This design comes from an exercise in tuning for small area, a short achievable clock period and few clock cycles on the open sky130 flow, not from production work. RTL that was checked went through simulation tests only; none was proved equivalent to the original. Power and IR drop assume default switching activity.

## main
==> flow/design.v <==
`timescale 1ns / 1ps
module SimpleCPU(clk, rst, data_fromRAM, wrEn, addr_toRAM, data_toRAM);
input clk, rst;
input wire [31:0] data_fromRAM;
output wire wrEn;
output wire [9:0] addr_toRAM;
output wire [31:0] data_toRAM;
localparam ADD = 3'd0, NAND = 3'd1, SRL = 3'd2, LT = 3'd3,
           CP  = 3'd4, CPI  = 3'd5, BZJ = 3'd6, MUL = 3'd7;
localparam S_FW  = 3'd0,   
           S_DEC = 3'd1,   
           S_G1  = 3'd2,
           S_G2  = 3'd3,
           S_G3  = 3'd4,
           S_EX  = 3'd5,   
           S_M   = 3'd6,   
           S_BT  = 3'd7;   
reg [2:0]  state;
reg [9:0]  pc;
reg [9:0]  addr;
reg        wr;
reg [2:0]  op;
reg        im;
reg [9:0]  fa;
reg [31:0] r1, r2;
reg [4:0]  cnt;
reg        first, sleft, sodd, sbig;
reg        rs;            
wire       ltf = sodd;    
wire [31:0] d = data_fromRAM;
assign wrEn       = wr & ~rst;
assign addr_toRAM = addr;
assign data_toRAM = r2;
wire [9:0] pc1 = pc + 10'd1;
reg  [1:0]  xsel;    
reg         xand;    
reg         xneg;
reg  [2:0]  ysel;    
reg         cin;
reg  [31:0] ay;
wire [31:0] m1 = ({32{xsel == 2'd1}} & ({32{~xand}} | r2))
               | ({32{xsel == 2'd3}} & {18'd0, 14'h3fff});
wire [31:0] m2 = {32{xsel == 2'd2}};
wire [31:0] ax = ((d & m1) | ({d[30:0], 1'b0} & m2)) ^ {32{xneg}};
always @(*) begin
	case (ysel)
	3'd1: ay = r2;
	3'd2: ay = {r2[29:0], 2'b00};
	3'd3: ay = {1'b0, r2[31:1]};
	3'd4: ay = {2'b00, r2[31:2]};
	default: ay = 32'd0;
	endcase
end
wire [31:0] ag0 = ax & ay;
wire [31:0] ap0 = ax ^ ay;
reg  [31:0] ag, ap;
integer ai, al, aj;
always @(*) begin
	ag = ag0;
	ap = ap0;
	ag[0] = ag0[0] | (ap0[0] & cin);
	for (al = 1; al < 32; al = al * 2)
		for (ai = 0; ai < 32; ai = ai + 1)
			if ((ai / al) % 2 == 1) begin
				aj = (ai / al) * al - 1;
				ag[ai] = ag[ai] | (ap[ai] & ag[aj]);
				ap[ai] = ap[ai] & ap[aj];
			end
end
wire [32:0] asum = {ag[31], ap0 ^ {ag[30:0], cin}};
wire       mwin = sleft;
wire [2:0] bd = mwin ? {r1[17:16] & {2{~first}}, r1[15]} : r1[31:29];
wire booth_zero = (bd == 3'b000) || (bd == 3'b111);
wire booth_two  = (bd == 3'b011) || (bd == 3'b100);
wire booth_neg  = bd[2] && !booth_zero;
function [4:0] srl_cnt(input [5:0] n);
	srl_cnt = {1'b0, n[4:1]} + {4'd0, n[0] & ~n[5]};
endfunction
reg [2:0]  state_n;
reg        wr_n;
reg [4:0]  cnt_n;
reg        first_n, sleft_n, sodd_n, sbig_n;
reg        a_A, a_B, a_pc1, a_pc, a_sum;
reg [9:0]  addr_n;
wire dec_big = |d[13:6];
wire g2_big  = |d[31:6];
wire g2_short = ~|d[31:16];
wire dop_is_mul = (d[31:29] == MUL);
wire [4:0] g2_cnt = g2_big ? 5'd0 : srl_cnt(d[5:0]);
wire is_alu = (op == ADD) || (op == NAND) || (op == LT);
always @(*) begin
	state_n   = state;
	wr_n      = 1'b0;
	cnt_n     = cnt - 5'd1;
	first_n   = first;
	sleft_n   = sleft;
	sodd_n    = sodd;
	sbig_n    = sbig;
	a_A       = 1'b0;
	a_B       = 1'b0;
	a_pc1     = 1'b0;
	a_pc      = 1'b0;
	a_sum     = 1'b0;
	xsel      = 2'd0;
	xneg      = 1'b0;
	xand      = 1'b0;
	ysel      = 3'd1;
	cin       = 1'b0;
	case (state)
	S_FW: state_n = S_DEC;
	S_DEC: begin
		xsel      = 2'd3;
		ysel      = 3'd0;
		first_n   = 1'b1;
		sleft_n   = dop_is_mul | d[5];
		sodd_n    = d[0];
		sbig_n    = dec_big;
		cnt_n     = dop_is_mul ? 5'd8 : (dec_big ? 5'd1 : srl_cnt(d[5:0]) + 5'd1);
		if (wr && addr == pc) begin
			a_pc    = 1'b1;
			state_n = S_FW;
		end else if (d[28] && d[31:29] == CP) begin
			a_pc1   = 1'b1;
			state_n = S_EX;
		end else begin
			a_A     = d[28] && d[31:29] != CPI;
			a_B     = !(d[28] && d[31:29] != CPI);
			state_n = S_G1;
		end
	end
	S_G1: begin
		state_n = S_G2;
		if (im && is_alu && op != LT) begin
			a_pc1   = 1'b1;
			state_n = S_EX;
		end else if (im && op == LT) begin
			state_n = S_EX;
		end else if (im && (op == MUL || op == SRL)) begin
			a_pc1   = (cnt == 5'd1);
			state_n = S_M;
		end else if (op == CP) begin
			a_pc1   = 1'b1;
			state_n = S_EX;
		end else if (op == BZJ && !im) begin
			a_pc1   = 1'b1;
		end else if (op == BZJ) begin
			xsel    = 2'd0;
			ysel    = 3'd1;
			a_sum   = 1'b1;
		end
	end
	S_G2: begin
		state_n = S_EX;
		case (op)
		ADD, NAND, LT: begin
			xsel  = 2'd1;
			ysel  = 3'd0;
			a_pc1 = (op != LT);
		end
		MUL: begin
			sleft_n = g2_short;
			cnt_n   = g2_short ? 5'd8 : 5'd15;
			state_n = S_M;
		end
		SRL: begin
			sleft_n = d[5];
			sodd_n  = d[0];
			sbig_n  = g2_big;
			cnt_n   = g2_cnt;
			a_pc1   = (g2_cnt == 5'd0);
			state_n = S_M;
		end
		CPI: if (im) begin
			xsel  = 2'd1;
			ysel  = 3'd0;
			a_pc1 = 1'b1;
		end else begin
			a_B     = 1'b1;
			state_n = S_G3;
		end
		BZJ: if (im) begin
			xsel    = 2'd1;
			a_sum   = 1'b1;
			state_n = (d[9:0] == 10'd0) ? S_DEC : S_FW;
		end else if (d != 32'd0) begin
			state_n = S_DEC;
		end else begin
			state_n = S_BT;
		end
		default: ;
		endcase
	end
	S_G3: begin
		a_pc1   = 1'b1;
		state_n = S_EX;
	end
	S_EX: begin
		wr_n    = 1'b1;
		state_n = S_DEC;
		case (op)
		ADD: xsel = 2'd1;
		LT: begin
			xsel    = 2'd1;
			xneg    = 1'b1;
			sodd_n  = asum[32];
			wr_n    = 1'b0;
			a_pc1   = 1'b1;
			cnt_n   = 5'd0;
			state_n = S_M;
		end
		NAND: begin
			xsel  = 2'd1;
			xand  = 1'b1;
			xneg  = 1'b1;
			ysel  = 3'd0;
		end
		CP: if (!im) begin
			xsel  = 2'd1;
			ysel  = 3'd0;
		end
		CPI: if (im) a_B = 1'b1; else begin
			xsel  = 2'd1;
			ysel  = 3'd0;
		end
		default: ;
		endcase
	end
	S_M: begin
		first_n = 1'b0;
		if (op == LT) begin
			ysel     = 3'd0;
			cin      = ltf;
		end else if (op == MUL) begin
			xsel     = booth_zero ? 2'd0 : (booth_two ? 2'd2 : 2'd1);
			xneg     = booth_neg;
			cin      = booth_neg;
			ysel     = first ? 3'd0 : 3'd2;
		end else if (sbig) begin
			ysel  = 3'd0;
		end else if (first) begin
			xsel  = (sleft && sodd) ? 2'd2 : 2'd1;
			ysel  = 3'd0;
		end else begin
			ysel   = sleft ? 3'd2 : (sodd ? 3'd3 : 3'd4);
			sodd_n = 1'b0;
		end
		a_pc1 = (cnt == 5'd1);
		if (cnt == 5'd0) begin
			wr_n    = 1'b1;
			state_n = S_DEC;
		end
	end
	S_BT: begin
		first_n = 1'b0;
		if (!first) begin
			a_B     = 1'b1;
			state_n = S_FW;
		end
	end
	endcase
	if (rst) wr_n = 1'b0;
	if (rs) begin
		state_n = S_FW;
		wr_n    = 1'b0;
	end
	addr_n = ({10{a_A}}   & d[23:14])
	       | ({10{a_B}}   & d[9:0])
	       | ({10{a_pc1}} & pc1)
	       | ({10{a_pc}}  & pc)
	       | ({10{a_sum}} & asum[9:0])
	       | ({10{!(a_A || a_B || a_pc1 || a_pc || a_sum)}} & fa);
	if (rs) addr_n = 10'd0;
end
always @(posedge clk) begin
	state <= state_n;
	addr  <= addr_n;
	if (rs || a_pc1 || a_sum || (state == S_BT && !first)) pc <= addr_n;
	rs    <= rst;
	wr    <= wr_n;
	cnt   <= cnt_n;
	first <= first_n;
	sleft <= sleft_n;
	sodd  <= sodd_n;
	sbig  <= sbig_n;
	if (state == S_DEC) begin
		op <= d[31:29];
		im <= d[28];
		fa <= d[23:14];
	end
	if (state == S_DEC || state == S_G2) r1 <= d;
	else                                 r1 <= {r1[29:0], 2'b00};
	r2    <= asum[31:0];
end
endmodule
clock: 10.0 ns
lec_check: 0
cap_margin: 20
core_margin: 2
core_utilization: 40
slew_margin: 20
standard.sh (not shown) runs the stock make flow with config.mk's settings and CLKGATE_MAP_FILE= SYNTH_SCRIPT=/design/flow/synth_recipe.tcl, a recipe that flattens the netlist after the stock synthesis.
==> flow/flow/run.sh <==
#!/bin/bash
# Standard ORFS layout, with repair_timing aiming past the clock period the
# SDC states so that the achieved period gets as short as the design allows,
# and plain buffers on the ports.
set -euo pipefail
export SETUP_SLACK_MARGIN=5.6
export CTS_ARGS="-sink_clustering_enable -repair_clock_nets -dont_use_dummy_load"
export BUFFER_PORTS_ARGS="-buffer_cell sky130_fd_sc_hd__buf_2"
bash standard.sh > standard.log 2>&1
main: all stages complete, timing, DRC and antenna checks passed
Input-level comparison between the feature branch and main:
--- a/flow/design.v
+++ b/flow/design.v
@@ -78,11 +78,11 @@
 endfunction
 reg [2:0]  state_n;
 reg        wr_n;
 reg [4:0]  cnt_n;
 reg        first_n, sleft_n, sodd_n, sbig_n;
-reg        a_A, a_B, a_pc1, a_pc, a_sum;
+reg        a_A, a_B, a_pc1, a_pc, a_r2;
 reg [9:0]  addr_n;
 wire dec_big = |d[13:6];
 wire g2_big  = |d[31:6];
 wire g2_short = ~|d[31:16];
 wire dop_is_mul = (d[31:29] == MUL);
@@ -98,11 +98,11 @@
 	sbig_n    = sbig;
 	a_A       = 1'b0;
 	a_B       = 1'b0;
 	a_pc1     = 1'b0;
 	a_pc      = 1'b0;
-	a_sum     = 1'b0;
+	a_r2      = 1'b0;
 	xsel      = 2'd0;
 	xneg      = 1'b0;
 	xand      = 1'b0;
 	ysel      = 3'd1;
 	cin       = 1'b0;
@@ -142,13 +142,11 @@
 			a_pc1   = 1'b1;
 			state_n = S_EX;
 		end else if (op == BZJ && !im) begin
 			a_pc1   = 1'b1;
 		end else if (op == BZJ) begin
-			xsel    = 2'd0;
-			ysel    = 3'd1;
-			a_sum   = 1'b1;
+			a_r2    = 1'b1;
 		end
 	end
 	S_G2: begin
 		state_n = S_EX;
 		case (op)
@@ -178,23 +176,27 @@
 			a_B     = 1'b1;
 			state_n = S_G3;
 		end
 		BZJ: if (im) begin
 			xsel    = 2'd1;
-			a_sum   = 1'b1;
-			state_n = (d[9:0] == 10'd0) ? S_DEC : S_FW;
+			state_n = (d[9:0] == 10'd0) ? S_DEC : S_G3;
 		end else if (d != 32'd0) begin
 			state_n = S_DEC;
 		end else begin
 			state_n = S_BT;
 		end
 		default: ;
 		endcase
 	end
 	S_G3: begin
-		a_pc1   = 1'b1;
-		state_n = S_EX;
+		if (op == BZJ) begin
+			a_r2    = 1'b1;
+			state_n = S_FW;
+		end else begin
+			a_pc1   = 1'b1;
+			state_n = S_EX;
+		end
 	end
 	S_EX: begin
 		wr_n    = 1'b1;
 		state_n = S_DEC;
 		case (op)
@@ -265,18 +267,18 @@
 	end
 	addr_n = ({10{a_A}}   & d[23:14])
 	       | ({10{a_B}}   & d[9:0])
 	       | ({10{a_pc1}} & pc1)
 	       | ({10{a_pc}}  & pc)
-	       | ({10{a_sum}} & asum[9:0])
-	       | ({10{!(a_A || a_B || a_pc1 || a_pc || a_sum)}} & fa);
+	       | ({10{a_r2}}  & r2[9:0])
+	       | ({10{!(a_A || a_B || a_pc1 || a_pc || a_r2)}} & fa);
 	if (rs) addr_n = 10'd0;
 end
 always @(posedge clk) begin
 	state <= state_n;
 	addr  <= addr_n;
-	if (rs || a_pc1 || a_sum || (state == S_BT && !first)) pc <= addr_n;
+	if (rs || a_pc1 || a_r2 || (state == S_BT && !first)) pc <= addr_n;
 	rs    <= rst;
 	wr    <= wr_n;
 	cnt   <= cnt_n;
 	first <= first_n;
 	sleft <= sleft_n;
==> comparison <==
- Cmp the feature branch vs main: slew of the pin with the lowest slew margin lower in the feature branch
- In the feature branch relative to main, post-synthesis cell type count had gone up by more than 10%.
- When the final numbers for the feature branch and main were put side by side, the buffers plus inverters on the worst setup path turned out to be smaller in the feature branch.
- Between the feature branch and main, routing usage on met1 is higher for main, the feature branch comes in under that.
- Clock network fraction of total power (higher): main
- The design area on main is in line with that on the feature branch.
- Delta (the feature branch minus main): register area closely matched the old numbers, fmax grew by 6.8%.
- Wire length of the first global-routing pass (main / the feature branch): 1.05
- Compared with main, in the feature branch layout inverter count without the clock tree now smaller, final total power now larger, part of the Yosys area used for sequential elements went down, core utilization went down.
Testbench counts of the feature branch, summed over its fixed seeds: cycles 205,053.
For main, only the layout was checked, not whether the RTL still works.

## static timing again, ports no longer ideal
How much do the figures lean on ideal ports? The routed layouts below were timed once more, with nothing changed but the port constraints.
Step 1 (the two cells are an assumption about what drives the block):
set clk [get_ports {clk}]
set_driving_cell -lib_cell sky130_fd_sc_hd__clkbuf_16 $clk
set_driving_cell -lib_cell sky130_fd_sc_hd__buf_2 [delete_from_list [all_inputs] $clk]
Step 2 adds t to the input delays and takes it off the output delays; t is the mean of the earliest and latest rising clock arrival at the registers after step 1. Input paths then give back, and output paths get back, about the clock's delay inside the block.
Three values: no drivers, after step 1, after step 2; two values: the first two.
run	t, ns	setup slack, ns	hold slack, ns
main	0.399	5.363 / 5.333 / 4.934	0.422 / 0.422 / 0.422
the feature branch	0.392	5.658 / 5.635 / 5.357	0.456 / 0.456 / 0.456
After both steps every run listed still meets setup and hold. The setup slack of main, which loses most, moves by -0.030 ns with the drivers and by -0.429 ns with both steps.
